What follows belongs to an exercise in optimizing a design on an open flow for small area and a short achievable clock period; a production flow would make more cautious choices. Where RTL was checked, it was by simulation tests only, not by an equivalence proof against the original. Only the layout flow was run in runs 1 and 2; the RTL was not checked for function there. Power and IR drop assume default switching activity.

==> flow/design.v <==
module pipe_cut
#( parameter
        W = 1,
        EN = 1
) (
    input wire clk,
    input wire [W-1:0] d,
    output wire [W-1:0] q
);
    generate
        if (EN) begin : r
            reg [W-1:0] q_r;
            always @(posedge clk) q_r <= d;
            assign q = q_r;
        end
        else begin : w
            assign q = d;
        end
    endgenerate
endmodule
module int2fp_bfloat16 (
    input wire [15:0] mag,
    output wire [3:0] lz,
    output wire [14:0] frac
);
    wire [15:0] t1, t2, t3, t4;
    assign lz[3] = ~|mag[15:8];
    assign t1 = lz[3] ? {mag[7:0], 8'd0} : mag;
    assign lz[2] = ~|t1[15:12];
    assign t2 = lz[2] ? {t1[11:0], 4'd0} : t1;
    assign lz[1] = ~|t2[15:14];
    assign t3 = lz[1] ? {t2[13:0], 2'd0} : t2;
    assign lz[0] = ~t3[15];
    assign t4 = lz[0] ? {t3[14:0], 1'b0} : t3;
    assign frac = t4[14:0];
endmodule
module fp_mult_8x8 (
    input wire [6:0] a,
    input wire [6:0] b,
    output wire [15:0] p
);
    wire qm_1 = (a[0] & b[6]) ^ (a[1] & b[5]);
    wire qm_2 = (a[0] & b[6]) & (a[1] & b[5]);
    wire qm_3 = a[0] ^ b[0] ^ (a[1] & b[6]);
    wire qm_4 = (a[0] & b[0]) | (a[0] & (a[1] & b[6])) | (b[0] & (a[1] & b[6]));
    wire qm_5 = (a[2] & b[5]) ^ (a[3] & b[4]);
    wire qm_6 = (a[2] & b[5]) & (a[3] & b[4]);
    wire qm_7 = a[1] ^ b[1] ^ (a[2] & b[6]);
    wire qm_8 = (a[1] & b[1]) | (a[1] & (a[2] & b[6])) | (b[1] & (a[2] & b[6]));
    wire qm_9 = (a[3] & b[5]) ^ (a[4] & b[4]);
    wire qm_10 = (a[3] & b[5]) & (a[4] & b[4]);
    wire qm_11 = a[2] ^ b[2] ^ (a[3] & b[6]);
    wire qm_12 = (a[2] & b[2]) | (a[2] & (a[3] & b[6])) | (b[2] & (a[3] & b[6]));
    wire qm_13 = (a[0] & b[4]) ^ (a[1] & b[3]);
    wire qm_14 = (a[0] & b[4]) & (a[1] & b[3]);
    wire qm_15 = (a[0] & b[5]) ^ (a[1] & b[4]) ^ (a[2] & b[3]);
    wire qm_16 = ((a[0] & b[5]) & (a[1] & b[4])) | ((a[0] & b[5]) & (a[2] & b[3])) | ((a[1] & b[4]) & (a[2] & b[3]));
    wire qm_17 = (a[3] & b[2]) ^ (a[4] & b[1]);
    wire qm_18 = (a[3] & b[2]) & (a[4] & b[1]);
    wire qm_19 = qm_1 ^ (a[2] & b[4]) ^ (a[3] & b[3]);
    wire qm_20 = (qm_1 & (a[2] & b[4])) | (qm_1 & (a[3] & b[3])) | ((a[2] & b[4]) & (a[3] & b[3]));
    wire qm_21 = (a[4] & b[2]) ^ (a[5] & b[1]) ^ (a[6] & b[0]);
    wire qm_22 = ((a[4] & b[2]) & (a[5] & b[1])) | ((a[4] & b[2]) & (a[6] & b[0])) | ((a[5] & b[1]) & (a[6] & b[0]));
    wire qm_23 = qm_3 ^ qm_5 ^ (a[4] & b[3]);
    wire qm_24 = (qm_3 & qm_5) | (qm_3 & (a[4] & b[3])) | (qm_5 & (a[4] & b[3]));
    wire qm_25 = (a[5] & b[2]) ^ (a[6] & b[1]) ^ qm_2;
    wire qm_26 = ((a[5] & b[2]) & (a[6] & b[1])) | ((a[5] & b[2]) & qm_2) | ((a[6] & b[1]) & qm_2);
    wire qm_27 = qm_7 ^ qm_9 ^ (a[5] & b[3]);
    wire qm_28 = (qm_7 & qm_9) | (qm_7 & (a[5] & b[3])) | (qm_9 & (a[5] & b[3]));
    wire qm_29 = (a[6] & b[2]) ^ qm_4 ^ qm_6;
    wire qm_30 = ((a[6] & b[2]) & qm_4) | ((a[6] & b[2]) & qm_6) | (qm_4 & qm_6);
    wire qm_31 = qm_11 ^ (a[4] & b[5]) ^ (a[5] & b[4]);
    wire qm_32 = (qm_11 & (a[4] & b[5])) | (qm_11 & (a[5] & b[4])) | ((a[4] & b[5]) & (a[5] & b[4]));
    wire qm_33 = (a[6] & b[3]) ^ qm_8 ^ qm_10;
    wire qm_34 = ((a[6] & b[3]) & qm_8) | ((a[6] & b[3]) & qm_10) | (qm_8 & qm_10);
    wire qm_35 = a[3] ^ b[3] ^ (a[4] & b[6]);
    wire qm_36 = (a[3] & b[3]) | (a[3] & (a[4] & b[6])) | (b[3] & (a[4] & b[6]));
    wire qm_37 = (a[5] & b[5]) ^ (a[6] & b[4]) ^ qm_12;
    wire qm_38 = ((a[5] & b[5]) & (a[6] & b[4])) | ((a[5] & b[5]) & qm_12) | ((a[6] & b[4]) & qm_12);
    wire qm_39 = a[4] ^ b[4] ^ (a[5] & b[6]);
    wire qm_40 = (a[4] & b[4]) | (a[4] & (a[5] & b[6])) | (b[4] & (a[5] & b[6]));
    wire qm_41 = (a[0] & b[3]) ^ (a[1] & b[2]);
    wire qm_42 = (a[0] & b[3]) & (a[1] & b[2]);
    wire qm_43 = qm_13 ^ (a[2] & b[2]) ^ (a[3] & b[1]);
    wire qm_44 = (qm_13 & (a[2] & b[2])) | (qm_13 & (a[3] & b[1])) | ((a[2] & b[2]) & (a[3] & b[1]));
    wire qm_45 = qm_15 ^ qm_17 ^ (a[5] & b[0]);
    wire qm_46 = (qm_15 & qm_17) | (qm_15 & (a[5] & b[0])) | (qm_17 & (a[5] & b[0]));
    wire qm_47 = qm_19 ^ qm_21 ^ qm_16;
    wire qm_48 = (qm_19 & qm_21) | (qm_19 & qm_16) | (qm_21 & qm_16);
    wire qm_49 = qm_23 ^ qm_25 ^ qm_20;
    wire qm_50 = (qm_23 & qm_25) | (qm_23 & qm_20) | (qm_25 & qm_20);
    wire qm_51 = qm_27 ^ qm_29 ^ qm_24;
    wire qm_52 = (qm_27 & qm_29) | (qm_27 & qm_24) | (qm_29 & qm_24);
    wire qm_53 = qm_31 ^ qm_33 ^ qm_28;
    wire qm_54 = (qm_31 & qm_33) | (qm_31 & qm_28) | (qm_33 & qm_28);
    wire qm_55 = qm_35 ^ qm_37 ^ qm_32;
    wire qm_56 = (qm_35 & qm_37) | (qm_35 & qm_32) | (qm_37 & qm_32);
    wire qm_57 = qm_39 ^ (a[6] & b[5]) ^ qm_36;
    wire qm_58 = (qm_39 & (a[6] & b[5])) | (qm_39 & qm_36) | ((a[6] & b[5]) & qm_36);
    wire qm_59 = a[5] ^ b[5] ^ (a[6] & b[6]);
    wire qm_60 = (a[5] & b[5]) | (a[5] & (a[6] & b[6])) | (b[5] & (a[6] & b[6]));
    wire qm_61 = (a[0] & b[2]) ^ (a[1] & b[1]);
    wire qm_62 = (a[0] & b[2]) & (a[1] & b[1]);
    wire qm_63 = qm_41 ^ (a[2] & b[1]) ^ (a[3] & b[0]);
    wire qm_64 = (qm_41 & (a[2] & b[1])) | (qm_41 & (a[3] & b[0])) | ((a[2] & b[1]) & (a[3] & b[0]));
    wire qm_65 = qm_43 ^ (a[4] & b[0]) ^ qm_42;
    wire qm_66 = (qm_43 & (a[4] & b[0])) | (qm_43 & qm_42) | ((a[4] & b[0]) & qm_42);
    wire qm_67 = qm_45 ^ qm_14 ^ qm_44;
    wire qm_68 = (qm_45 & qm_14) | (qm_45 & qm_44) | (qm_14 & qm_44);
    wire qm_69 = qm_47 ^ qm_18 ^ qm_46;
    wire qm_70 = (qm_47 & qm_18) | (qm_47 & qm_46) | (qm_18 & qm_46);
    wire qm_71 = qm_49 ^ qm_22 ^ qm_48;
    wire qm_72 = (qm_49 & qm_22) | (qm_49 & qm_48) | (qm_22 & qm_48);
    wire qm_73 = qm_51 ^ qm_26 ^ qm_50;
    wire qm_74 = (qm_51 & qm_26) | (qm_51 & qm_50) | (qm_26 & qm_50);
    wire qm_75 = qm_53 ^ qm_30 ^ qm_52;
    wire qm_76 = (qm_53 & qm_30) | (qm_53 & qm_52) | (qm_30 & qm_52);
    wire qm_77 = qm_55 ^ qm_34 ^ qm_54;
    wire qm_78 = (qm_55 & qm_34) | (qm_55 & qm_54) | (qm_34 & qm_54);
    wire qm_79 = qm_57 ^ qm_38 ^ qm_56;
    wire qm_80 = (qm_57 & qm_38) | (qm_57 & qm_56) | (qm_38 & qm_56);
    wire qm_81 = qm_59 ^ qm_40 ^ qm_58;
    wire qm_82 = (qm_59 & qm_40) | (qm_59 & qm_58) | (qm_40 & qm_58);
    wire qm_83 = a[6] ^ b[6] ^ qm_60;
    wire qm_84 = (a[6] & b[6]) | (a[6] & qm_60) | (b[6] & qm_60);
    wire [15:0] x = {1'b0, 1'b1, qm_83, qm_81, qm_79, qm_77, qm_75, qm_73, qm_71, qm_69, qm_67, qm_65, qm_63, qm_61, (a[0] & b[1]), (a[0] & b[0])};
    wire [15:0] y = {1'b0, qm_84, qm_82, qm_80, qm_78, qm_76, qm_74, qm_72, qm_70, qm_68, qm_66, qm_64, qm_62, (a[2] & b[0]), (a[1] & b[0]), 1'b0};
    assign p = x + y;
endmodule
module fp_mult_16x8 (
    input wire [14:0] a,
    input wire [6:0] b,
    output wire [8:0] s
);
    wire dm_1 = 1'b1 ^ (a[6] & b[0]) ^ (a[5] & b[1]);
    wire dm_2 = (1'b1 & (a[6] & b[0])) | (1'b1 & (a[5] & b[1])) | ((a[6] & b[0]) & (a[5] & b[1]));
    wire dm_3 = a[0] ^ (a[7] & b[0]) ^ (a[6] & b[1]);
    wire dm_4 = (a[0] & (a[7] & b[0])) | (a[0] & (a[6] & b[1])) | ((a[7] & b[0]) & (a[6] & b[1]));
    wire dm_5 = (a[5] & b[2]) ^ (a[4] & b[3]);
    wire dm_6 = (a[5] & b[2]) & (a[4] & b[3]);
    wire dm_7 = a[1] ^ (a[8] & b[0]) ^ (a[7] & b[1]);
    wire dm_8 = (a[1] & (a[8] & b[0])) | (a[1] & (a[7] & b[1])) | ((a[8] & b[0]) & (a[7] & b[1]));
    wire dm_9 = (a[6] & b[2]) ^ (a[5] & b[3]) ^ (a[4] & b[4]);
    wire dm_10 = ((a[6] & b[2]) & (a[5] & b[3])) | ((a[6] & b[2]) & (a[4] & b[4])) | ((a[5] & b[3]) & (a[4] & b[4]));
    wire dm_11 = a[2] ^ (a[9] & b[0]) ^ (a[8] & b[1]);
    wire dm_12 = (a[2] & (a[9] & b[0])) | (a[2] & (a[8] & b[1])) | ((a[9] & b[0]) & (a[8] & b[1]));
    wire dm_13 = (a[7] & b[2]) ^ (a[6] & b[3]) ^ (a[5] & b[4]);
    wire dm_14 = ((a[7] & b[2]) & (a[6] & b[3])) | ((a[7] & b[2]) & (a[5] & b[4])) | ((a[6] & b[3]) & (a[5] & b[4]));
    wire dm_15 = a[3] ^ (a[10] & b[0]) ^ (a[9] & b[1]);
    wire dm_16 = (a[3] & (a[10] & b[0])) | (a[3] & (a[9] & b[1])) | ((a[10] & b[0]) & (a[9] & b[1]));
    wire dm_17 = (a[8] & b[2]) ^ (a[7] & b[3]) ^ (a[6] & b[4]);
    wire dm_18 = ((a[8] & b[2]) & (a[7] & b[3])) | ((a[8] & b[2]) & (a[6] & b[4])) | ((a[7] & b[3]) & (a[6] & b[4]));
    wire dm_19 = a[4] ^ (a[11] & b[0]) ^ (a[10] & b[1]);
    wire dm_20 = (a[4] & (a[11] & b[0])) | (a[4] & (a[10] & b[1])) | ((a[11] & b[0]) & (a[10] & b[1]));
    wire dm_21 = (a[9] & b[2]) ^ (a[8] & b[3]) ^ (a[7] & b[4]);
    wire dm_22 = ((a[9] & b[2]) & (a[8] & b[3])) | ((a[9] & b[2]) & (a[7] & b[4])) | ((a[8] & b[3]) & (a[7] & b[4]));
    wire dm_23 = a[5] ^ (a[12] & b[0]) ^ (a[11] & b[1]);
    wire dm_24 = (a[5] & (a[12] & b[0])) | (a[5] & (a[11] & b[1])) | ((a[12] & b[0]) & (a[11] & b[1]));
    wire dm_25 = (a[10] & b[2]) ^ (a[9] & b[3]) ^ (a[8] & b[4]);
    wire dm_26 = ((a[10] & b[2]) & (a[9] & b[3])) | ((a[10] & b[2]) & (a[8] & b[4])) | ((a[9] & b[3]) & (a[8] & b[4]));
    wire dm_27 = a[6] ^ (a[13] & b[0]) ^ (a[12] & b[1]);
    wire dm_28 = (a[6] & (a[13] & b[0])) | (a[6] & (a[12] & b[1])) | ((a[13] & b[0]) & (a[12] & b[1]));
    wire dm_29 = (a[11] & b[2]) ^ (a[10] & b[3]) ^ (a[9] & b[4]);
    wire dm_30 = ((a[11] & b[2]) & (a[10] & b[3])) | ((a[11] & b[2]) & (a[9] & b[4])) | ((a[10] & b[3]) & (a[9] & b[4]));
    wire dm_31 = a[7] ^ (a[14] & b[0]) ^ (a[13] & b[1]);
    wire dm_32 = (a[7] & (a[14] & b[0])) | (a[7] & (a[13] & b[1])) | ((a[14] & b[0]) & (a[13] & b[1]));
    wire dm_33 = (a[12] & b[2]) ^ (a[11] & b[3]) ^ (a[10] & b[4]);
    wire dm_34 = ((a[12] & b[2]) & (a[11] & b[3])) | ((a[12] & b[2]) & (a[10] & b[4])) | ((a[11] & b[3]) & (a[10] & b[4]));
    wire dm_35 = a[8] ^ b[0] ^ (a[14] & b[1]);
    wire dm_36 = (a[8] & b[0]) | (a[8] & (a[14] & b[1])) | (b[0] & (a[14] & b[1]));
    wire dm_37 = (a[13] & b[2]) ^ (a[12] & b[3]) ^ (a[11] & b[4]);
    wire dm_38 = ((a[13] & b[2]) & (a[12] & b[3])) | ((a[13] & b[2]) & (a[11] & b[4])) | ((a[12] & b[3]) & (a[11] & b[4]));
    wire dm_39 = a[9] ^ b[1] ^ (a[14] & b[2]);
    wire dm_40 = (a[9] & b[1]) | (a[9] & (a[14] & b[2])) | (b[1] & (a[14] & b[2]));
    wire dm_41 = (a[13] & b[3]) ^ (a[12] & b[4]);
    wire dm_42 = (a[13] & b[3]) & (a[12] & b[4]);
    wire dm_43 = a[10] ^ b[2] ^ (a[14] & b[3]);
    wire dm_44 = (a[10] & b[2]) | (a[10] & (a[14] & b[3])) | (b[2] & (a[14] & b[3]));
    wire dm_45 = (a[4] & b[0]) ^ (a[3] & b[1]);
    wire dm_46 = (a[4] & b[0]) & (a[3] & b[1]);
    wire dm_47 = (a[5] & b[0]) ^ (a[4] & b[1]) ^ (a[3] & b[2]);
    wire dm_48 = ((a[5] & b[0]) & (a[4] & b[1])) | ((a[5] & b[0]) & (a[3] & b[2])) | ((a[4] & b[1]) & (a[3] & b[2]));
    wire dm_49 = (a[2] & b[3]) ^ (a[1] & b[4]);
    wire dm_50 = (a[2] & b[3]) & (a[1] & b[4]);
    wire dm_51 = dm_1 ^ (a[4] & b[2]) ^ (a[3] & b[3]);
    wire dm_52 = (dm_1 & (a[4] & b[2])) | (dm_1 & (a[3] & b[3])) | ((a[4] & b[2]) & (a[3] & b[3]));
    wire dm_53 = (a[2] & b[4]) ^ (a[1] & b[5]) ^ (a[0] & b[6]);
    wire dm_54 = ((a[2] & b[4]) & (a[1] & b[5])) | ((a[2] & b[4]) & (a[0] & b[6])) | ((a[1] & b[5]) & (a[0] & b[6]));
    wire dm_55 = dm_3 ^ dm_5 ^ (a[3] & b[4]);
    wire dm_56 = (dm_3 & dm_5) | (dm_3 & (a[3] & b[4])) | (dm_5 & (a[3] & b[4]));
    wire dm_57 = (a[2] & b[5]) ^ (a[1] & b[6]) ^ dm_2;
    wire dm_58 = ((a[2] & b[5]) & (a[1] & b[6])) | ((a[2] & b[5]) & dm_2) | ((a[1] & b[6]) & dm_2);
    wire dm_59 = dm_7 ^ dm_9 ^ (a[3] & b[5]);
    wire dm_60 = (dm_7 & dm_9) | (dm_7 & (a[3] & b[5])) | (dm_9 & (a[3] & b[5]));
    wire dm_61 = (a[2] & b[6]) ^ dm_4 ^ dm_6;
    wire dm_62 = ((a[2] & b[6]) & dm_4) | ((a[2] & b[6]) & dm_6) | (dm_4 & dm_6);
    wire dm_63 = dm_11 ^ dm_13 ^ (a[4] & b[5]);
    wire dm_64 = (dm_11 & dm_13) | (dm_11 & (a[4] & b[5])) | (dm_13 & (a[4] & b[5]));
    wire dm_65 = (a[3] & b[6]) ^ dm_8 ^ dm_10;
    wire dm_66 = ((a[3] & b[6]) & dm_8) | ((a[3] & b[6]) & dm_10) | (dm_8 & dm_10);
    wire dm_67 = dm_15 ^ dm_17 ^ (a[5] & b[5]);
    wire dm_68 = (dm_15 & dm_17) | (dm_15 & (a[5] & b[5])) | (dm_17 & (a[5] & b[5]));
    wire dm_69 = (a[4] & b[6]) ^ dm_12 ^ dm_14;
    wire dm_70 = ((a[4] & b[6]) & dm_12) | ((a[4] & b[6]) & dm_14) | (dm_12 & dm_14);
    wire dm_71 = dm_19 ^ dm_21 ^ (a[6] & b[5]);
    wire dm_72 = (dm_19 & dm_21) | (dm_19 & (a[6] & b[5])) | (dm_21 & (a[6] & b[5]));
    wire dm_73 = (a[5] & b[6]) ^ dm_16 ^ dm_18;
    wire dm_74 = ((a[5] & b[6]) & dm_16) | ((a[5] & b[6]) & dm_18) | (dm_16 & dm_18);
    wire dm_75 = dm_23 ^ dm_25 ^ (a[7] & b[5]);
    wire dm_76 = (dm_23 & dm_25) | (dm_23 & (a[7] & b[5])) | (dm_25 & (a[7] & b[5]));
    wire dm_77 = (a[6] & b[6]) ^ dm_20 ^ dm_22;
    wire dm_78 = ((a[6] & b[6]) & dm_20) | ((a[6] & b[6]) & dm_22) | (dm_20 & dm_22);
    wire dm_79 = dm_27 ^ dm_29 ^ (a[8] & b[5]);
    wire dm_80 = (dm_27 & dm_29) | (dm_27 & (a[8] & b[5])) | (dm_29 & (a[8] & b[5]));
    wire dm_81 = (a[7] & b[6]) ^ dm_24 ^ dm_26;
    wire dm_82 = ((a[7] & b[6]) & dm_24) | ((a[7] & b[6]) & dm_26) | (dm_24 & dm_26);
    wire dm_83 = dm_31 ^ dm_33 ^ (a[9] & b[5]);
    wire dm_84 = (dm_31 & dm_33) | (dm_31 & (a[9] & b[5])) | (dm_33 & (a[9] & b[5]));
    wire dm_85 = (a[8] & b[6]) ^ dm_28 ^ dm_30;
    wire dm_86 = ((a[8] & b[6]) & dm_28) | ((a[8] & b[6]) & dm_30) | (dm_28 & dm_30);
    wire dm_87 = dm_35 ^ dm_37 ^ (a[10] & b[5]);
    wire dm_88 = (dm_35 & dm_37) | (dm_35 & (a[10] & b[5])) | (dm_37 & (a[10] & b[5]));
    wire dm_89 = (a[9] & b[6]) ^ dm_32 ^ dm_34;
    wire dm_90 = ((a[9] & b[6]) & dm_32) | ((a[9] & b[6]) & dm_34) | (dm_32 & dm_34);
    wire dm_91 = dm_39 ^ dm_41 ^ (a[11] & b[5]);
    wire dm_92 = (dm_39 & dm_41) | (dm_39 & (a[11] & b[5])) | (dm_41 & (a[11] & b[5]));
    wire dm_93 = (a[10] & b[6]) ^ dm_36 ^ dm_38;
    wire dm_94 = ((a[10] & b[6]) & dm_36) | ((a[10] & b[6]) & dm_38) | (dm_36 & dm_38);
    wire dm_95 = dm_43 ^ (a[13] & b[4]) ^ (a[12] & b[5]);
    wire dm_96 = (dm_43 & (a[13] & b[4])) | (dm_43 & (a[12] & b[5])) | ((a[13] & b[4]) & (a[12] & b[5]));
    wire dm_97 = (a[11] & b[6]) ^ dm_40 ^ dm_42;
    wire dm_98 = ((a[11] & b[6]) & dm_40) | ((a[11] & b[6]) & dm_42) | (dm_40 & dm_42);
    wire dm_99 = a[11] ^ b[3] ^ (a[14] & b[4]);
    wire dm_100 = (a[11] & b[3]) | (a[11] & (a[14] & b[4])) | (b[3] & (a[14] & b[4]));
    wire dm_101 = (a[13] & b[5]) ^ (a[12] & b[6]) ^ dm_44;
    wire dm_102 = ((a[13] & b[5]) & (a[12] & b[6])) | ((a[13] & b[5]) & dm_44) | ((a[12] & b[6]) & dm_44);
    wire dm_103 = a[12] ^ b[4] ^ (a[14] & b[5]);
    wire dm_104 = (a[12] & b[4]) | (a[12] & (a[14] & b[5])) | (b[4] & (a[14] & b[5]));
    wire dm_105 = (a[3] & b[0]) ^ (a[2] & b[1]);
    wire dm_106 = (a[3] & b[0]) & (a[2] & b[1]);
    wire dm_107 = dm_45 ^ (a[2] & b[2]) ^ (a[1] & b[3]);
    wire dm_108 = (dm_45 & (a[2] & b[2])) | (dm_45 & (a[1] & b[3])) | ((a[2] & b[2]) & (a[1] & b[3]));
    wire dm_109 = dm_47 ^ dm_49 ^ (a[0] & b[5]);
    wire dm_110 = (dm_47 & dm_49) | (dm_47 & (a[0] & b[5])) | (dm_49 & (a[0] & b[5]));
    wire dm_111 = dm_51 ^ dm_53 ^ dm_48;
    wire dm_112 = (dm_51 & dm_53) | (dm_51 & dm_48) | (dm_53 & dm_48);
    wire dm_113 = dm_55 ^ dm_57 ^ dm_52;
    wire dm_114 = (dm_55 & dm_57) | (dm_55 & dm_52) | (dm_57 & dm_52);
    wire dm_115 = dm_59 ^ dm_61 ^ dm_56;
    wire dm_116 = (dm_59 & dm_61) | (dm_59 & dm_56) | (dm_61 & dm_56);
    wire dm_117 = dm_63 ^ dm_65 ^ dm_60;
    wire dm_118 = (dm_63 & dm_65) | (dm_63 & dm_60) | (dm_65 & dm_60);
    wire dm_119 = dm_67 ^ dm_69 ^ dm_64;
    wire dm_120 = (dm_67 & dm_69) | (dm_67 & dm_64) | (dm_69 & dm_64);
    wire dm_121 = dm_71 ^ dm_73 ^ dm_68;
    wire dm_122 = (dm_71 & dm_73) | (dm_71 & dm_68) | (dm_73 & dm_68);
    wire dm_123 = dm_75 ^ dm_77 ^ dm_72;
    wire dm_124 = (dm_75 & dm_77) | (dm_75 & dm_72) | (dm_77 & dm_72);
    wire dm_125 = dm_79 ^ dm_81 ^ dm_76;
    wire dm_126 = (dm_79 & dm_81) | (dm_79 & dm_76) | (dm_81 & dm_76);
    wire dm_127 = dm_83 ^ dm_85 ^ dm_80;
    wire dm_128 = (dm_83 & dm_85) | (dm_83 & dm_80) | (dm_85 & dm_80);
    wire dm_129 = dm_87 ^ dm_89 ^ dm_84;
    wire dm_130 = (dm_87 & dm_89) | (dm_87 & dm_84) | (dm_89 & dm_84);
    wire dm_131 = dm_91 ^ dm_93 ^ dm_88;
    wire dm_132 = (dm_91 & dm_93) | (dm_91 & dm_88) | (dm_93 & dm_88);
    wire dm_133 = dm_95 ^ dm_97 ^ dm_92;
    wire dm_134 = (dm_95 & dm_97) | (dm_95 & dm_92) | (dm_97 & dm_92);
    wire dm_135 = dm_99 ^ dm_101 ^ dm_96;
    wire dm_136 = (dm_99 & dm_101) | (dm_99 & dm_96) | (dm_101 & dm_96);
    wire dm_137 = dm_103 ^ (a[13] & b[6]) ^ dm_100;
    wire dm_138 = (dm_103 & (a[13] & b[6])) | (dm_103 & dm_100) | ((a[13] & b[6]) & dm_100);
    wire dm_139 = a[13] ^ b[5] ^ (a[14] & b[6]);
    wire dm_140 = (a[13] & b[5]) | (a[13] & (a[14] & b[6])) | (b[5] & (a[14] & b[6]));
    wire dm_141 = (a[2] & b[0]) ^ (a[1] & b[1]);
    wire dm_142 = (a[2] & b[0]) & (a[1] & b[1]);
    wire dm_143 = dm_105 ^ (a[1] & b[2]) ^ (a[0] & b[3]);
    wire dm_144 = (dm_105 & (a[1] & b[2])) | (dm_105 & (a[0] & b[3])) | ((a[1] & b[2]) & (a[0] & b[3]));
    wire dm_145 = dm_107 ^ (a[0] & b[4]) ^ dm_106;
    wire dm_146 = (dm_107 & (a[0] & b[4])) | (dm_107 & dm_106) | ((a[0] & b[4]) & dm_106);
    wire dm_147 = dm_109 ^ dm_46 ^ dm_108;
    wire dm_148 = (dm_109 & dm_46) | (dm_109 & dm_108) | (dm_46 & dm_108);
    wire dm_149 = dm_111 ^ dm_50 ^ dm_110;
    wire dm_150 = (dm_111 & dm_50) | (dm_111 & dm_110) | (dm_50 & dm_110);
    wire dm_151 = dm_113 ^ dm_54 ^ dm_112;
    wire dm_152 = (dm_113 & dm_54) | (dm_113 & dm_112) | (dm_54 & dm_112);
    wire dm_153 = dm_115 ^ dm_58 ^ dm_114;
    wire dm_154 = (dm_115 & dm_58) | (dm_115 & dm_114) | (dm_58 & dm_114);
    wire dm_155 = dm_117 ^ dm_62 ^ dm_116;
    wire dm_156 = (dm_117 & dm_62) | (dm_117 & dm_116) | (dm_62 & dm_116);
    wire dm_157 = dm_119 ^ dm_66 ^ dm_118;
    wire dm_158 = (dm_119 & dm_66) | (dm_119 & dm_118) | (dm_66 & dm_118);
    wire dm_159 = dm_121 ^ dm_70 ^ dm_120;
    wire dm_160 = (dm_121 & dm_70) | (dm_121 & dm_120) | (dm_70 & dm_120);
    wire dm_161 = dm_123 ^ dm_74 ^ dm_122;
    wire dm_162 = (dm_123 & dm_74) | (dm_123 & dm_122) | (dm_74 & dm_122);
    wire dm_163 = dm_125 ^ dm_78 ^ dm_124;
    wire dm_164 = (dm_125 & dm_78) | (dm_125 & dm_124) | (dm_78 & dm_124);
    wire dm_165 = dm_127 ^ dm_82 ^ dm_126;
    wire dm_166 = (dm_127 & dm_82) | (dm_127 & dm_126) | (dm_82 & dm_126);
    wire dm_167 = dm_129 ^ dm_86 ^ dm_128;
    wire dm_168 = (dm_129 & dm_86) | (dm_129 & dm_128) | (dm_86 & dm_128);
    wire dm_169 = dm_131 ^ dm_90 ^ dm_130;
    wire dm_170 = (dm_131 & dm_90) | (dm_131 & dm_130) | (dm_90 & dm_130);
    wire dm_171 = dm_133 ^ dm_94 ^ dm_132;
    wire dm_172 = (dm_133 & dm_94) | (dm_133 & dm_132) | (dm_94 & dm_132);
    wire dm_173 = dm_135 ^ dm_98 ^ dm_134;
    wire dm_174 = (dm_135 & dm_98) | (dm_135 & dm_134) | (dm_98 & dm_134);
    wire dm_175 = dm_137 ^ dm_102 ^ dm_136;
    wire dm_176 = (dm_137 & dm_102) | (dm_137 & dm_136) | (dm_102 & dm_136);
    wire dm_177 = dm_139 ^ dm_104 ^ dm_138;
    wire dm_178 = (dm_139 & dm_104) | (dm_139 & dm_138) | (dm_104 & dm_138);
    wire dm_179 = a[14] ^ b[6] ^ dm_140;
    wire dm_180 = (a[14] & b[6]) | (a[14] & dm_140) | (b[6] & dm_140);
    wire [23:0] x = {1'b0, 1'b1, dm_179, dm_177, dm_175, dm_173, dm_171, dm_169, dm_167, dm_165, dm_163, dm_161, dm_159, dm_157, dm_155, dm_153, dm_151, dm_149, dm_147, dm_145, dm_143, dm_141, (a[1] & b[0]), (a[0] & b[0])};
    wire [23:0] y = {1'b0, dm_180, dm_178, dm_176, dm_174, dm_172, dm_170, dm_168, dm_166, dm_164, dm_162, dm_160, dm_158, dm_156, dm_154, dm_152, dm_150, dm_148, dm_146, dm_144, dm_142, (a[0] & b[2]), (a[0] & b[1]), 1'b0};
    wire [23:0] sum = x + y;
    assign s = sum[23:15];
endmodule
module fp2int_bfloat16 (
    input wire [16:0] man,
    input wire [4:0] amt,
    output wire [15:0] r
);
    wire [16:0] s = man >> amt;
    assign r = s[15:0];
endmodule
module dequantization
#( parameter
        CUT = 5'b10101    
) (
    input wire clk,
    input wire [15:0] in_data,
    input wire [15:0] mask,         
    input wire [15:0] sel,          
    input wire [6:0] scale_man,
    input wire scale_sign,
    input wire scale_zero,          
    input wire [7:0] scale_exp15,   
    output wire [15:0] out_data
);
    wire [15:0] d;
    pipe_cut #(16, CUT[0]) c0 (clk, in_data, d);
    wire sign_a = |(d & sel);
    wire zero_a = (d == 16'd0) | scale_zero;
    wire [15:0] mag_a = sign_a ? ((~d & mask) + 16'd1) : d;
    wire [15:0] mag_b;
    wire sgn_b, zero_b;
    pipe_cut #(18, CUT[1]) c1 (clk, {mag_a, sign_a ^ scale_sign, zero_a}, {mag_b, sgn_b, zero_b});
    wire [3:0] lz_b;
    wire [14:0] frac_b;
    int2fp_bfloat16 norm (mag_b, lz_b, frac_b);
    wire [14:0] frac_c;
    wire [3:0] lz_c;
    wire sgn_c, zero_c;
    pipe_cut #(21, CUT[2]) c2 (clk, {frac_b, lz_b, sgn_b, zero_b}, {frac_c, lz_c, sgn_c, zero_c});
    wire [8:0] s_c;
    fp_mult_16x8 mul (frac_c, scale_man, s_c);
    wire [8:0] s_d;
    wire [3:0] lz_d;
    wire sgn_d, zero_d;
    pipe_cut #(15, CUT[3]) c3 (clk, {s_c, lz_c, sgn_c, zero_c}, {s_d, lz_d, sgn_d, zero_d});
    wire hi = s_d[8];
    wire [6:0] man_d = hi ? s_d[7:1] : s_d[6:0];
    wire [7:0] exp_d = scale_exp15 - {4'd0, lz_d} + {7'd0, hi};
    wire [15:0] res_d = zero_d ? {1'b0, sgn_d, 14'd0} : {sgn_d, exp_d, man_d};
    pipe_cut #(16, CUT[4]) c4 (clk, res_d, out_data);
endmodule
module quantization
#( parameter
        CUT = 4'b1011    
) (
    input wire clk,
    input wire [15:0] in_data,
    input wire [4:0] bw,
    input wire [4:0] bw16,          
    input wire [4:0] bw17,          
    input wire [1:0] zero_res,      
    input wire [6:0] scale_man,
    input wire scale_sign,
    input wire scale_zero,          
    input wire scale_man_zero,      
    input wire [7:0] scale_exp3,    
    input wire [4:0] scale_exp13,   
    output wire [15:0] out_data
);
    wire [15:0] v;
    pipe_cut #(16, CUT[0]) c0 (clk, in_data, v);
    wire [15:0] p_a;
    fp_mult_8x8 mul (v[6:0], scale_man, p_a);
    wire [7:0] t_a = v[14:7] + scale_exp3;
    wire [4:0] u_a = scale_exp13 - v[11:7];           
    wire lt = (t_a[7:5] == 3'd0) && (t_a[4:0] < bw);
    wire le = (t_a[7:5] == 3'd0) && (t_a[4:0] <= bw);
    wire zero_a = (v[14:7] == 8'd0) | scale_zero;
    wire sgn_a = v[15] ^ scale_sign;
    wire vz_a = (v[6:0] == 7'd0) & scale_man_zero & (t_a == 8'd130);
    wire [4:0] amt1_a = (zero_a | (t_a == 8'd255)) ? 5'd31 : (lt ? u_a : bw17);
    wire [4:0] amt0_a = (zero_a | vz_a) ? 5'd31 : (le ? u_a : bw16);
    wire [1:0] zr_a = (zero_a & sgn_a) ? zero_res : 2'd0;
    wire neg_a = sgn_a & ~zero_a;
    wire [15:0] p_b;
    wire [4:0] amt1_b, amt0_b;
    wire [1:0] zr_b;
    wire neg_b;
    pipe_cut #(29, CUT[1]) c1 (clk, {p_a, amt1_a, amt0_a, zr_a, neg_a}, {p_b, amt1_b, amt0_b, zr_b, neg_b});
    wire [4:0] amt_b = p_b[15] ? amt1_b : amt0_b;
    wire [15:0] r_b;
    fp2int_bfloat16 f2i ({p_b, 1'b0}, amt_b, r_b);
    wire [15:0] r_c;
    wire [1:0] zr_c;
    wire neg_c;
    pipe_cut #(19, CUT[2]) c2 (clk, {r_b, zr_b, neg_b}, {r_c, zr_c, neg_c});
    wire [15:0] m_c = {r_c[15:2], r_c[1:0] | zr_c};
    wire [15:0] res_c = neg_c ? (~m_c + 16'd1) : m_c;
    pipe_cut #(16, CUT[3]) c3 (clk, res_c, out_data);
endmodule
module nconv_top
#( parameter
        LANES = 4,
        DEQ_CUT = 5'b01110,
        Q_CUT = 4'b0110
) (
    input wire clk, rstn,
    input wire activate,
    input wire [4:0] bitwidth,
    input wire [15:0] scale_fp,
    input wire [15:0] inv_scale_fp,
    input wire deq_in_valid,
    input wire [(LANES*16)-1:0] deq_in_data,
    output wire deq_out_valid,
    output wire [(LANES*16)-1:0] deq_out_data,
    input wire q_in_valid,
    input wire [(LANES*16)-1:0] q_in_data,
    output wire q_out_valid,
    output wire [(LANES*16)-1:0] q_out_data
);
    localparam integer ND = 0 + DEQ_CUT[0] + DEQ_CUT[1] + DEQ_CUT[2] + DEQ_CUT[3] + DEQ_CUT[4];
    localparam integer NQ = 0 + Q_CUT[0] + Q_CUT[1] + Q_CUT[2] + Q_CUT[3];
    reg rstn_intern;
    wire start = rstn & activate & ~rstn_intern;
    always @(posedge clk) rstn_intern <= rstn & activate;
    reg [4:0] bw;
    reg deq_sign, deq_zero;
    reg [6:0] deq_man;
    reg [7:0] deq_exp15;
    reg q_sign, q_zero, q_man_zero;
    reg [6:0] q_man;
    reg [7:0] q_exp3;
    always @(posedge clk) begin
        if (start) begin
            bw <= bitwidth;
            deq_sign <= scale_fp[15];
            deq_zero <= scale_fp[14:7] == 8'd0;
            deq_man <= scale_fp[6:0];
            deq_exp15 <= scale_fp[14:7] + 8'd15;
            q_sign <= inv_scale_fp[15];
            q_zero <= inv_scale_fp[14:7] == 8'd0;
            q_man_zero <= inv_scale_fp[6:0] == 7'd0;
            q_man <= inv_scale_fp[6:0];
            q_exp3 <= inv_scale_fp[14:7] + 8'd3;
        end
    end
    wire [15:0] mask, sel;
    genvar i;
    generate
        for (i = 0; i < 16; i = i + 1) begin : dec
            assign mask[i] = bw > i;
            assign sel[i] = bw == i + 1;
        end
    endgenerate
    wire [4:0] bw16 = 5'd16 - bw;
    wire [4:0] bw17 = 5'd17 - bw;
    wire [1:0] zero_res = (bw[4:1] != 4'd0) ? 2'd2 : {1'b0, bw[0]};
    wire [4:0] q_exp13 = 5'd16 - q_exp3[4:0];
    reg [ND-1:0] deq_v;
    reg [NQ-1:0] q_v;
    always @(posedge clk) begin
        deq_v <= {ND{rstn_intern}} & {deq_v, deq_in_valid};
        q_v <= {NQ{rstn_intern}} & {q_v, q_in_valid};
    end
    assign deq_out_valid = deq_v[ND-1];
    assign q_out_valid = q_v[NQ-1];
    genvar l;
    generate
        for (l = 0; l < LANES; l = l + 1) begin : lane
            dequantization #(.CUT(DEQ_CUT)) dequants (
                clk, deq_in_data[l*16 +: 16],
                mask, sel, deq_man, deq_sign, deq_zero, deq_exp15,
                deq_out_data[l*16 +: 16]);
            quantization #(.CUT(Q_CUT)) quants (
                clk, q_in_data[l*16 +: 16],
                bw, bw16, bw17, zero_res, q_man, q_sign, q_zero, q_man_zero, q_exp3, q_exp13,
                q_out_data[l*16 +: 16]);
        end
    endgenerate
endmodule
==> flow/run.sh <==
#!/bin/bash
# synth_recipe.tcl (not shown) runs the flow's synth.tcl, then flattens the netlist and writes it again
# the make line also repeats each setting of config.mk as NAME=value (left out here)
make -C /OpenROAD-flow-scripts/flow DESIGN_CONFIG=/design/flow/config.mk WORK_HOME=/design/flow/orfs CLKGATE_MAP_FILE= SYNTH_SCRIPT=/design/flow/synth_recipe.tcl finish
==> flow/config.mk <==
export PLATFORM = sky130hd
export DESIGN_NAME = nconv_top
export DESIGN_NICKNAME = nconv_top
export VERILOG_FILES = /design/flow/design.v
export SDC_FILE = /design/flow/constraint.sdc
export NUM_CORES = 4
export LEC_CHECK = 0
export ABC_CLOCK_PERIOD_IN_PS = 5000
export CAP_MARGIN = 0
export CORE_MARGIN = 2
export CORE_UTILIZATION = 60
export PLACE_DENSITY = 0.75
export SETUP_SLACK_MARGIN = 1.5
export SLEW_MARGIN = 0
==> flow/constraint.sdc <==
create_clock -name core_clock -period 6.5 [get_ports {clk}]
set_input_delay 1.3000 -clock core_clock [delete_from_list [all_inputs] [get_ports {clk}]]
set_output_delay 1.3000 -clock core_clock [all_outputs]
set_load 0.01 [all_outputs]
==> results of run 1 <==
## stage by stage
step / hold WS [ns] / std cells / power [uW] / setup slack [ns]
3_3_place_gp: 0.311 / 6360 / 19900 / 0.803
5_1_grt: 0.309 / 6511 / 28200 / 1.20
6_report: 0.302 / 6512 / 25800 / 1.35
3_5_place_dp: 0.312 / 6360 / 20400 / 0.657
2_1_floorplan: 0.310 / 5190 / 16000 / 1.20
4_1_cts: 0.298 / 6483 / 24300 / 1.47
## kinds of logic after synthesis
| family | share of synthesized area |
|---|---|
| AND/OR/NAND/NOR | 0.165 |
| buffers and inverters | 0.0790 |
| AO/OA/AOI/OAI | 0.131 |
| adder cells (fa/ha/maj) | 0.313 |
| flip-flops | 0.208 |
| multiplexers | 0.0619 |
| XOR/XNOR | 0.0418 |
## placed cells by master, fill, tap and decap left out, types with 24 or more instances in the layout
cell and count:
clkdlybuf4s50_1 278, xor2_1 61, mux2_2 40, nand3_1 64
o31ai_1 42, ha_4 25, clkbuf_16 53, nor2_1 376
ha_1 344, a211oi_1 56, nor3_1 85, a22oi_1 40
xnor2_1 155, dfxtp_1 404, o211ai_1 28, edfxtp_1 40
and2_1 285, mux4_2 24, o21bai_1 33, nor4_1 48
nand2_1 443, a21o_1 79, a21oi_1 232, mux2i_1 171
nor2b_1 50, a31oi_1 26, nand2b_1 29, buf_4 70
fa_1 482, o21ai_0 199, inv_1 787
## sequential cells by signal, summed over array words and instances (netlist names)
register                flops
deq_man                     7
deq_sign                    1
lane.dequants.c3.r.q_r     60
deq_zero                    1
q_zero                      1
deq_v                       3
q_v                         2
q_man_zero                  1
lane.quants.c2.r.q_r       76
deq_exp15                   8
lane.quants.c1.r.q_r      116
bw                          5
lane.dequants.c2.r.q_r     84
q_man                       7
lane.dequants.c1.r.q_r     72
q_exp3                      8
rstn_intern                 1
q_sign                      1
## power groups by stage
stage | Combinational (uW) | Sequential [uW] | Clock (uW)
global placement | 15600 | 4360 | 0
finish | 18400 | 4350 | 3100
global route | 20500 | 4440 | 3250
CTS | 16900 | 4330 | 3140
detailed placement | 16000 | 4370 | 0
floorplan | 12000 | 4010 | 0
## path summary, 6_finish.rpt
check                                                          start                               endpoint  cells past startpoint
worst max register to register                  deq_man[2]$_DFFE_PP_  lane[1].dequants.c3.r.q_r[14]$_DFF_P_                     18
worst min register to register  lane[0].dequants.c2.r.q_r[3]$_DFF_P_   lane[0].dequants.c3.r.q_r[3]$_DFF_P_                      0
worst max-delay path                            deq_man[2]$_DFFE_PP_  lane[1].dequants.c3.r.q_r[14]$_DFF_P_                     18
worst min-delay path            lane[0].dequants.c2.r.q_r[3]$_DFF_P_   lane[0].dequants.c3.r.q_r[3]$_DFF_P_                      0
## routing by layer
layer	up-vias	wire, um	track usage	part of all wire
met4	4	7320	0.155	0.056
met3	409	8580	0.0447	0.066
met2	1439	62200	0.562	0.48
li1	17800	-	-	-
met5	-	23	0	0.00018
met1	18600	52000	0.410	0.40
## final cells by class
| class | instances | area (um2) | area share |
|---|---|---|---|
| Multi-Input combinational cell | 3782 | 33400 | 0.628 |
| Clock inverter | 26 | 412 | 0.00774 |
| Timing Repair Buffer | 405 | 4240 | 0.0796 |
| Antenna cell | 1 | 2.50 | 0.0000470 |
| Clock buffer | 64 | 1390 | 0.0260 |
| Sequential cell | 454 | 9510 | 0.179 |
| Inverter | 802 | 3020 | 0.0567 |
| Tap cell | 978 | 1220 | 0.0230 |
## what timing repair did
action	in CTS	in global routing
setup endpoints to repair	44	42
resized for setup	54	118
cloned	7	2
pin swaps	21	42
buffers inserted	26	26
==> results.cfg, run 1 <==
[outcome]
status = no timing/DRC/antenna violations

[power_and_ir_drop]
pwr-share-seq = 0.169
switching_share = 0.456
power.density_nw_per_um2 = 485
internal_power_uw = 14000
power_leakage_uw = 0.0252
p_comb_frac = 0.711
clock_power_share = 0.120
ir_drop_v = 0.000520
p_sw_uw = 11800

[synthesis]
async_flop_share = 0
synth_most_common_cell = inv_1
yosys-top-cells-area = fa_1 21%, dfxtp_1 18%, ha_1 10%, inv_1 6.5%, and2_1 4.0%
ys_seq_area_frac = 0.208
synth_cell_types = 89
yosysTopAreaCellShare = 0.212
synth_top_area_cell = fa_1
ys_ff_latch = 454
syn-num-nets = 6215
synth_common_cells = 796 x inv_1, 484 x fa_1, 451 x nand2_1, 414 x dfxtp_1, 378 x nor2_1
avgSynthCellArea_um2 = 8.81
syn_inst = 5190
synth.cell_area_um2 = 45700
synthFlopType = dfxtp_1
ys_warn_count = 6
synth_edf_count = 40

[clock_network]
insertion_delay_ns = 0.63
cts_tree = yes
h-tree-depth = 2
cts-root-buf = clkbuf_16
clockBufferDepth = 3
cts_made_buffers = 50
holdBufCountCts = 0
cts_num_sinks = 454
clk_pin_slew_ns = 0.06

[die]
fp-row-count = 101
pin_count = 300
fp.dieH_um = 280
initial_core_util = 0.604
die_w_um = 280
placeableCoreArea_um2 = 75700
dieArea_um2 = 78400

[layout]
num-nets-final = 6520
final_core_util = 0.703
area_delta_synth_final_pct = 16.4
finalInstanceArea_um2 = 53200
nFillCells = 5808
final_layout_size_suffix_gt1_frac = 0.0799

[critical_path]
crit_buf_inv = 4
critPathKind = reg -> reg
cp_common_cell = fa_1
crit_path_start_kind = register
crit_fanout = 4
r2r_slack_ns = 1.35
critical_path.max_stage_delay_ns = 0.51
cp_top_family = adder cells
cp-end-kind = register
cp.arrival_ns = 5.65
path_cells = buf_6 > nand2_2 > fa_1 > inv_2 > fa_1 > inv_1 > fa_1 > inv_1 > fa_1 > ha_1 > and3_4 > a221o_1 > a21oi_2 > o211ai_1 > a221o_1 > o41ai_4 > o21bai_2 > or2_4
cp_slowest_cell = fa_1
crit_required_ns = 7.01

[timing]
setup_viol = 0
setup-tns-final_ns = 0
fmax_mhz = 194
fin_crit_sh = 0.792
worstMarginPinSlew_ns = 1.26
fin_skew_ns = 0.0370
hold_viol_final = 0
slew_headroom = 0.151
slew_viol_final = 0
rsz0062_at_grt = yes
period_needed_ns = 5.15

[worst_hold_path]
min_path_type = reg -> reg

[global_route]
grt_pass1_wl_um = 205000
grt_max_degree = 43
antenna_found_initial = 4
grt-ovfl-total = 0
first_global_vias = 38500
grtUsageTotal = 0.328

[drt]
drtIter0Drc = 3129
vias_per_cell = 5.88
first_pass_iters = 6
routed_wl_um = 130000
num_vias = 38300
wl_per_cell_um = 20.0
ant_nets = 0
drc = 0

[run]
drv_cap = 0

[placed_design]
port_buffers = 299
dp_hpwl_um = 98100
place_congestion = 1.01
place_area_um2 = 49900
==> inputs of run 2 (changes only) <==
==> flow/config.mk (replaced) <==
export PLATFORM = sky130hd
export DESIGN_NAME = nconv_top
export DESIGN_NICKNAME = nconv_top
export VERILOG_FILES = /design/flow/design.v
export SDC_FILE = /design/flow/constraint.sdc
export NUM_CORES = 4
export LEC_CHECK = 0
export CAP_MARGIN = 0
export CORE_MARGIN = 2
export CORE_UTILIZATION = 60
export PLACE_DENSITY = 0.75
export SLEW_MARGIN = 0
==> run 2 against run 1 <==
  * Flip-flop and latch count unchanged
  * Die area unchanged
  * Total power fell by 10%
  * Global-route usage decreased by 1.0 points
  * Largest power group unchanged
==> results.cfg, run 2 <==
[critical_path]
cp-startpoint = deq_man[4]$_DFFE_PP_
cp.arrival_ns = 6.33
cp_common_cell = fa_1
crit_fanout = 16
crit_path_start_kind = register
crit_required_ns = 7.02
cp-end-kind = register
cp_top_family = adder cells
cp_slowest_cell = edfxtp_1
path_depth = 18
critical_path.max_stage_delay_ns = 0.91
crit_buf_inv = 4
path_cells = buf_4 > nand2_1 > fa_1 > inv_1 > fa_1 > inv_1 > fa_1 > inv_1 > fa_1 > ha_1 > or3_1 > nand4_1 > a21oi_1 > a21oi_1 > nor3_1 > o41ai_1 > o211a_1 > xnor2_1
r2r-start = deq_man[4]$_DFFE_PP_
critPathKind = reg -> reg
r2r_cells = 18

[synthesis]
yosysTopAreaCellShare = 0.212
avgSynthCellArea_um2 = 8.81
synth_most_common_cell = inv_1
syn_inst = 5190
ys_seq_area_frac = 0.208
async_flop_share = 0
synth_top_area_cell = fa_1
synth_cell_types = 89
yosys-top-cells-area = fa_1 21%, dfxtp_1 18%, ha_1 10%, inv_1 6.5%, and2_1 4.0%
synthFlopType = dfxtp_1
ys_ff_latch = 454
synth.cell_area_um2 = 45700
synth_edf_count = 40
syn-num-nets = 6215
ys_warn_count = 6
synth_common_cells = 796 x inv_1, 484 x fa_1, 451 x nand2_1, 414 x dfxtp_1, 378 x nor2_1

[outcome]
status = no timing/DRC/antenna violations

[die]
die_w_um = 280
dieArea_um2 = 78400
placeableCoreArea_um2 = 75700
fp-row-count = 101
fp.dieH_um = 280
initial_core_util = 0.604
pin_count = 300

[placed_design]
dp_hpwl_um = 98300
port_buffers = 299
place_congestion = 0.980
place_area_um2 = 49900

[drt]
routed_wl_um = 124000
drtIter0Drc = 2910
first_pass_iters = 6
vias_per_cell = 5.79
ant_nets = 0
wl_per_cell_um = 19.1
num_vias = 37500
drc = 0

[clock_network]
holdBufCountCts = 0
cts_made_buffers = 52
cts_num_sinks = 454
cts_tree = yes
clk_pin_slew_ns = 0.06
h-tree-depth = 2
cts_setup_buffers = 0
cts-resized-gates = 0
insertion_delay_ns = 0.60
cts-root-buf = clkbuf_16
clockBufferDepth = 3

[worst_hold_path]
min_from = lane[0].dequants.c1.r.q_r[0]$_DFF_P_
min_path_type = reg -> reg
hold_path_depth = 0

[timing]
fmax_mhz = 172
worstMarginPinSlew_ns = 1.14
setup-tns-final_ns = 0
fin_crit_sh = 0.893
slew_headroom = 0.225
hold_viol_final = 0
setup_viol = 0
fin_skew_ns = 0.0190
rsz0062_at_grt = no
slew_viol_final = 0
period_needed_ns = 5.81

[power_and_ir_drop]
p_comb_frac = 0.685
power.density_nw_per_um2 = 448
power_uw = 23200
power_leakage_uw = 0.0245
internal_power_uw = 12500
pwr-share-seq = 0.187
switching_share = 0.460
clock_power_share = 0.127
p_sw_uw = 10700
ir_drop_v = 0.000535

[global_route]
top_usage_layer = met2
grt_use_met2 = 0.544
grt_max_degree = 62
grt_pass1_wl_um = 199000
grt_use_met1 = 0.392
grtUsageTotal = 0.318
antenna_found_initial = 4
grt_use_met3 = 0.0509
first_global_vias = 37900
grt-ovfl-total = 0

[layout]
top_regs = lane.quants.c1.r.q_r (116), lane.dequants.c2.r.q_r (84), lane.quants.c2.r.q_r (76)
area_delta_synth_final_pct = 13.0
finalInstanceArea_um2 = 51700
layout_commonest_cell = inv_1
layout_common_cells = 796 x inv_1, 484 x fa_1, 451 x nand2_1
final_layout_size_suffix_gt1_frac = 0.0530
largest_reg_flops = 116
seq_area_um2 = 9490
nFillCells = 6099
num-nets-final = 6475
regMostFlops = lane.quants.c1.r.q_r
multiInputGateArea_um2 = 32700

[run]
drv_cap = 0
## run 2: cell counts after synthesis
Identical to the previous run, type by type.
## run 2: worst register-to-register path, delay by kind of cell (launching register included)
kind                     cells  cell delay (ns)
adder cells (fa/ha/maj)      5             2.20
AO/OA/AOI/OAI                4             1.36
flip-flops                   1             0.91
AND/OR/NAND/NOR              4             0.67
buffers and inverters        4             0.48
XOR/XNOR                     1             0.12
## run 2: kinds of logic after synthesis
group	Yosys count	share of synthesized area
adders and majority gates	855	0.313
AOI/OAI and AO/OA	929	0.131
muxes	246	0.0619
buffers and inverters	954	0.0790
DFF	454	0.208
xor gates and xnor gates	218	0.0418
and+or+nand+nor	1534	0.165
## run 2: through the flow
stage	std cells	setup WS [ns]	hold WS [ns]	utilization
2_1_floorplan	5190	1.05	0.310	-
3_3_place_gp	6374	0.655	0.310	0.660
3_5_place_dp	6374	0.557	0.312	0.660
5_1_grt	6471	0.335	0.317	0.683
6_report	6472	0.693	0.322	0.683
4_1_cts	6470	0.727	0.317	0.683
## run 2: worst paths after layout
kind	end	slack [ns]
worst min register to register	lane[0].dequants.c2.r.q_r[0]$_DFF_P_	0.32
worst max register to register	lane[0].dequants.c3.r.q_r[13]$_DFF_P_	0.69
worst min-delay path	lane[0].dequants.c2.r.q_r[0]$_DFF_P_	0.32
worst max-delay path	lane[0].dequants.c3.r.q_r[13]$_DFF_P_	0.69
## run 2: layer usage
layer,vias to the layer above,wire length [um]
met4,4,6720
li1,17700,-
met1,18200,49800
met5,-,25
met2,1281,59400
met3,316,7900
## run 2: cell type report
type                    count  share of cell area
clock buffers              64              0.0277
diodes                      2           0.0000968
clock inverters            32             0.00613
well taps                 978              0.0237
inverters                 802              0.0583
flip-flops and latches    454               0.184
multi-input cells        3782               0.633
repair buffers            358              0.0675
## run 2: power by group through the flow
stage	combinational, uW	sequential [uW]	clock, uW
floorplan	11800	4010	0
global placement	15400	4360	0
detailed placement	15900	4380	0
CTS	16000	4330	3010
global route	18100	4420	3110
finish	15900	4340	2950
==> inputs of run 3 (changes only) <==
--- a/flow/design.v
+++ b/flow/design.v
@@ -318,12 +318,11 @@
     assign s = sum[23:15];
 endmodule
 module fp2int_bfloat16 (
-    input wire [16:0] man,
-    input wire [4:0] amt,
+    input wire [15:0] man,
+    input wire [4:0] sh,
     output wire [15:0] r
 );
-    wire [16:0] s = man >> amt;
-    assign r = s[15:0];
+    assign r = man >> (5'd16 - sh);
 endmodule
 module dequantization
 #( parameter
@@ -373,15 +372,11 @@
     input wire clk,
     input wire [15:0] in_data,
     input wire [4:0] bw,
-    input wire [4:0] bw16,          
-    input wire [4:0] bw17,          
-    input wire [1:0] zero_res,      
     input wire [6:0] scale_man,
     input wire scale_sign,
     input wire scale_zero,          
     input wire scale_man_zero,      
     input wire [7:0] scale_exp3,    
-    input wire [4:0] scale_exp13,   
     output wire [15:0] out_data
 );
     wire [15:0] v;
@@ -389,30 +384,24 @@
     wire [15:0] p_a;
     fp_mult_8x8 mul (v[6:0], scale_man, p_a);
     wire [7:0] t_a = v[14:7] + scale_exp3;
-    wire [4:0] u_a = scale_exp13 - v[11:7];           
-    wire lt = (t_a[7:5] == 3'd0) && (t_a[4:0] < bw);
-    wire le = (t_a[7:5] == 3'd0) && (t_a[4:0] <= bw);
     wire zero_a = (v[14:7] == 8'd0) | scale_zero;
     wire sgn_a = v[15] ^ scale_sign;
     wire vz_a = (v[6:0] == 7'd0) & scale_man_zero & (t_a == 8'd130);
-    wire [4:0] amt1_a = (zero_a | (t_a == 8'd255)) ? 5'd31 : (lt ? u_a : bw17);
-    wire [4:0] amt0_a = (zero_a | vz_a) ? 5'd31 : (le ? u_a : bw16);
-    wire [1:0] zr_a = (zero_a & sgn_a) ? zero_res : 2'd0;
-    wire neg_a = sgn_a & ~zero_a;
     wire [15:0] p_b;
-    wire [4:0] amt1_b, amt0_b;
-    wire [1:0] zr_b;
-    wire neg_b;
-    pipe_cut #(29, CUT[1]) c1 (clk, {p_a, amt1_a, amt0_a, zr_a, neg_a}, {p_b, amt1_b, amt0_b, zr_b, neg_b});
-    wire [4:0] amt_b = p_b[15] ? amt1_b : amt0_b;
+    wire [7:0] t_b;
+    wire zero_b, sgn_b, vz_b;
+    pipe_cut #(27, CUT[1]) c1 (clk, {p_a, t_a, zero_a, sgn_a, vz_a}, {p_b, t_b, zero_b, sgn_b, vz_b});
+    wire hi = p_b[15];
+    wire [14:0] frac = zero_b ? 15'd0 : (hi ? p_b[14:0] : {p_b[13:0], 1'b0});
+    wire [7:0] texp = zero_b ? {6'd0, sgn_b, 1'b0} : (vz_b ? 8'd0 : t_b + {7'd0, hi});
+    wire [4:0] sh = (texp > {3'd0, bw}) ? bw : texp[4:0];
     wire [15:0] r_b;
-    fp2int_bfloat16 f2i ({p_b, 1'b0}, amt_b, r_b);
+    fp2int_bfloat16 f2i ({1'b1, frac}, sh, r_b);
+    wire neg_b = sgn_b & ~zero_b;
     wire [15:0] r_c;
-    wire [1:0] zr_c;
     wire neg_c;
-    pipe_cut #(19, CUT[2]) c2 (clk, {r_b, zr_b, neg_b}, {r_c, zr_c, neg_c});
-    wire [15:0] m_c = {r_c[15:2], r_c[1:0] | zr_c};
-    wire [15:0] res_c = neg_c ? (~m_c + 16'd1) : m_c;
+    pipe_cut #(17, CUT[2]) c2 (clk, {r_b, neg_b}, {r_c, neg_c});
+    wire [15:0] res_c = neg_c ? (~r_c + 16'd1) : r_c;
     pipe_cut #(16, CUT[3]) c3 (clk, res_c, out_data);
 endmodule
 module nconv_top
@@ -461,18 +450,8 @@
             q_exp3 <= inv_scale_fp[14:7] + 8'd3;
         end
     end
-    wire [15:0] mask, sel;
-    genvar i;
-    generate
-        for (i = 0; i < 16; i = i + 1) begin : dec
-            assign mask[i] = bw > i;
-            assign sel[i] = bw == i + 1;
-        end
-    endgenerate
-    wire [4:0] bw16 = 5'd16 - bw;
-    wire [4:0] bw17 = 5'd17 - bw;
-    wire [1:0] zero_res = (bw[4:1] != 4'd0) ? 2'd2 : {1'b0, bw[0]};
-    wire [4:0] q_exp13 = 5'd16 - q_exp3[4:0];
+    wire [15:0] mask = (17'd1 << bw) - 17'd1;
+    wire [15:0] sel = mask ^ {1'b0, mask[15:1]};
     reg [ND-1:0] deq_v;
     reg [NQ-1:0] q_v;
     always @(posedge clk) begin
@@ -490,7 +469,7 @@
                 deq_out_data[l*16 +: 16]);
             quantization #(.CUT(Q_CUT)) quants (
                 clk, q_in_data[l*16 +: 16],
-                bw, bw16, bw17, zero_res, q_man, q_sign, q_zero, q_man_zero, q_exp3, q_exp13,
+                bw, q_man, q_sign, q_zero, q_man_zero, q_exp3,
                 q_out_data[l*16 +: 16]);
         end
     endgenerate
==> flow/config.mk (replaced) <==
export PLATFORM = sky130hd
export DESIGN_NAME = nconv_top
export DESIGN_NICKNAME = nconv_top
export VERILOG_FILES = /design/flow/design.v
export SDC_FILE = /design/flow/constraint.sdc
export NUM_CORES = 4
export LEC_CHECK = 0
export CAP_MARGIN = 20
export CORE_MARGIN = 2
export CORE_UTILIZATION = 40
export PLACE_DENSITY = 0.6
export SLEW_MARGIN = 20
==> run 3 against run 2 <==
  * First-iteration DRC count down 11%
  * Via count about the same
  * Synthesized area down 0.49%
  * Worst setup slack better by 0.0032 ns
  * Critical endpoint is now lane[3].dequants.c3.r.q_r[13]$_DFF_P_
==> results.cfg, run 3 <==
[power_and_ir_drop]
power_leakage_uw = 0.0241
ir_drop_v = 0.000504
power.density_nw_per_um2 = 513

[critical_path]
crit_required_ns = 7.02
crit_path_start_kind = register
critPathKind = reg -> reg
cp_slowest_cell = edfxtp_1
cp.arrival_ns = 6.33
critical_path.max_stage_delay_ns = 0.97
crit_buf_inv = 2
cp_top_family = adder cells
crit_fanout = 22
cp-end-kind = register
path_cells = and2_1 > fa_1 > fa_1 > inv_1 > fa_1 > inv_1 > fa_1 > ha_1 > a21oi_1 > nor2b_1 > a2111oi_0 > o31ai_1 > a221oi_1 > a21oi_1 > a21o_1 > a211oi_1 > o21ai_0
cp_common_cell = fa_1

[clock_network]
clockBufferDepth = 3
cts_num_sinks = 438
holdBufCountCts = 0
cts_made_buffers = 52
cts_tree = yes
insertion_delay_ns = 0.65
cts-root-buf = clkbuf_16
h-tree-depth = 2
clk_pin_slew_ns = 0.06
cts-resized-gates = 0
cts_setup_buffers = 0

[global_route]
grt-ovfl-total = 0
grt_pass1_wl_um = 211000
first_global_vias = 37200
grt_max_degree = 41
antenna_found_initial = 48
grtUsageTotal = 0.230

[synthesis]
yosys-top-cells-area = fa_1 21%, dfxtp_1 18%, ha_1 10%, inv_1 6.1%, mux2i_1 4.9%
yosys.area_share.adder = 0.311
synth_compound_area_frac = 0.127
synth_common_cells = 737 x inv_1, 480 x fa_1, 442 x nand2_1, 398 x dfxtp_1, 377 x nor2_1
synth_top_area_cell = fa_1
async_flop_share = 0
synth-simple-area-share = 0.179
synthFlopType = dfxtp_1
synth_edf_count = 40
syn-num-nets = 6249
ys_seq_area_frac = 0.202
synth_most_common_cell = inv_1
avgSynthCellArea_um2 = 8.69
synth.cell_area_um2 = 45500
synth_cell_types = 89
ys_warn_count = 6
synthMuxAreaShare = 0.0598
synth_top_family_by_area = adder cells
yosysTopAreaCellShare = 0.211
synth_xor_area_frac = 0.0440
syn_inst = 5237
ys_ff_latch = 438

[placed_design]
detailedPlace.worstSlack_ns = 0.459
dp_hpwl_um = 109000
place_congestion = 0.922
port_buffers = 299
place_area_um2 = 50400

[drt]
num_vias = 37500
wl_per_cell_um = 19.1
drtIter0Drc = 2585
first_pass_iters = 6
ant_nets = 0
drc = 0
vias_per_cell = 5.31
routed_wl_um = 135000

[timing]
rsz0062_at_grt = no
slew_headroom = 0.271
slew_viol_final = 0
setup-tns-final_ns = 0
hold_viol_final = 0
fin_ws_ns = 0.696
period_needed_ns = 5.80
fin_crit_sh = 0.893
worstMarginPinSlew_ns = 1.08
fmax_mhz = 172
whs_ns = 0.319
fin_skew_ns = 0.0252
setup_viol = 0

[layout]
top_regs = lane.quants.c1.r.q_r (108), lane.dequants.c2.r.q_r (84), lane.dequants.c1.r.q_r (72)
regMostFlops = lane.quants.c1.r.q_r
layout_common_cells = 737 x inv_1, 480 x fa_1, 442 x nand2_1
largest_reg_flops = 108
num-nets-final = 6507
layout_commonest_cell = inv_1
area_delta_synth_final_pct = 14.8
final_layout_size_suffix_gt1_frac = 0.0486
finalInstanceArea_um2 = 52200

[die]
die_w_um = 341
fp-row-count = 123
pin_count = 300
fp.dieH_um = 341
dieArea_um2 = 116000
placeableCoreArea_um2 = 113000
initial_core_util = 0.404

[run]
drv_cap = 0

[worst_hold_path]
min_path_type = reg -> reg

[outcome]
status = no timing/DRC/antenna violations
## run 3: worst register-to-register path, delay by kind of cell (launching register included)
family	cells	cell delay [ns]
AND/OR/NAND/NOR	2	0.33
buffers and inverters	2	0.10
flip-flops	1	0.97
AO/OA/AOI/OAI	8	2.01
adder cells (fa/ha/maj)	5	2.28
## run 3: layout make-up
class	instances	area, um2
clock buffer	61	1390
tap	1500	1880
fill	11000	60400
timing repair buffer	390	3710
multi-input combinational	3865	32800
sequential	438	9170
antenna	19	47.5
clock inverter	34	410
inverter	748	2810
## run 3: metal layers
layer  global-route usage  part of all wire
met5                    0            0.0026
met4               0.0662             0.027
met3               0.0532             0.077
met2                0.388              0.47
met1                0.294              0.42
## run 3: power breakdown
group | leakage, uW | switching, uW | internal (uW)
registers | 0.00371 | 932 | 3630
clock network | 0.000884 | 1260 | 1830
logic | 0.0195 | 10300 | 8880
total | 0.0241 | 12500 | 14300
## run 3: logic make-up (layout without fill, tap and decap cells)
family | after synthesis | after routing
multiplexers | 261 | 261
AND/OR/NAND/NOR | 1638 | 1638
XOR/XNOR | 227 | 227
buffers and inverters | 934 | 1233
other | 0 | 19
flip-flops | 438 | 438
AO/OA/AOI/OAI | 897 | 897
adder cells (fa/ha/maj) | 842 | 842
## run 3: through the flow
stage               power, uW   util  cells
finish                  26800  0.464   7055
global route            30100  0.463   7043
CTS                     27100  0.463   7036
detailed placement      23800  0.447   6941
global placement        23500  0.447   6941
floorplan               18600      -   5237
## run 3: worst paths after layout
check / startpoint / endpoint / slack [ns] / depth (start not counted)
worst max-delay path: deq_man[1]$_DFFE_PP_ / lane[3].dequants.c3.r.q_r[13]$_DFF_P_ / 0.70 / 17
worst min register to register: lane[3].dequants.c2.r.q_r[1]$_DFF_P_ / lane[3].dequants.c3.r.q_r[1]$_DFF_P_ / 0.32 / 0
worst max register to register: deq_man[1]$_DFFE_PP_ / lane[3].dequants.c3.r.q_r[13]$_DFF_P_ / 0.70 / 17
worst min-delay path: lane[3].dequants.c2.r.q_r[1]$_DFF_P_ / lane[3].dequants.c3.r.q_r[1]$_DFF_P_ / 0.32 / 0

port drivers added, routing unchanged:
Ports are ideal in the flow. The routed layouts listed here were re-timed in OpenROAD. Step 1 sets driving cells, clkbuf_16 on the clock port and buf_2 on the other inputs (assumed; they add their load-dependent delay and slew). Step 2 moves the port delays by t, midway between the first and last clock arrival at a register: inputs arrive t later, outputs are due t later. That takes back most of the time a late clock gives input paths. Slacks: no drivers / after step 1 / after step 2; pairs: no drivers / after step 1.
run	t (ns)	slack for setup (ns)	hold slack, ns
run 1	0.677	1.353 / 1.353 / 0.998	0.302 / 0.302 / 0.302
run 2	0.663	0.693 / 0.693 / 0.515	0.322 / 0.322 / 0.322
run 3	0.710	0.696 / 0.696 / 0.427	0.319 / 0.319 / 0.319
After both steps every run listed still meets setup and hold. The setup slack of run 1, which loses most, moves by 0.000 ns with the drivers and by -0.355 ns with both steps.
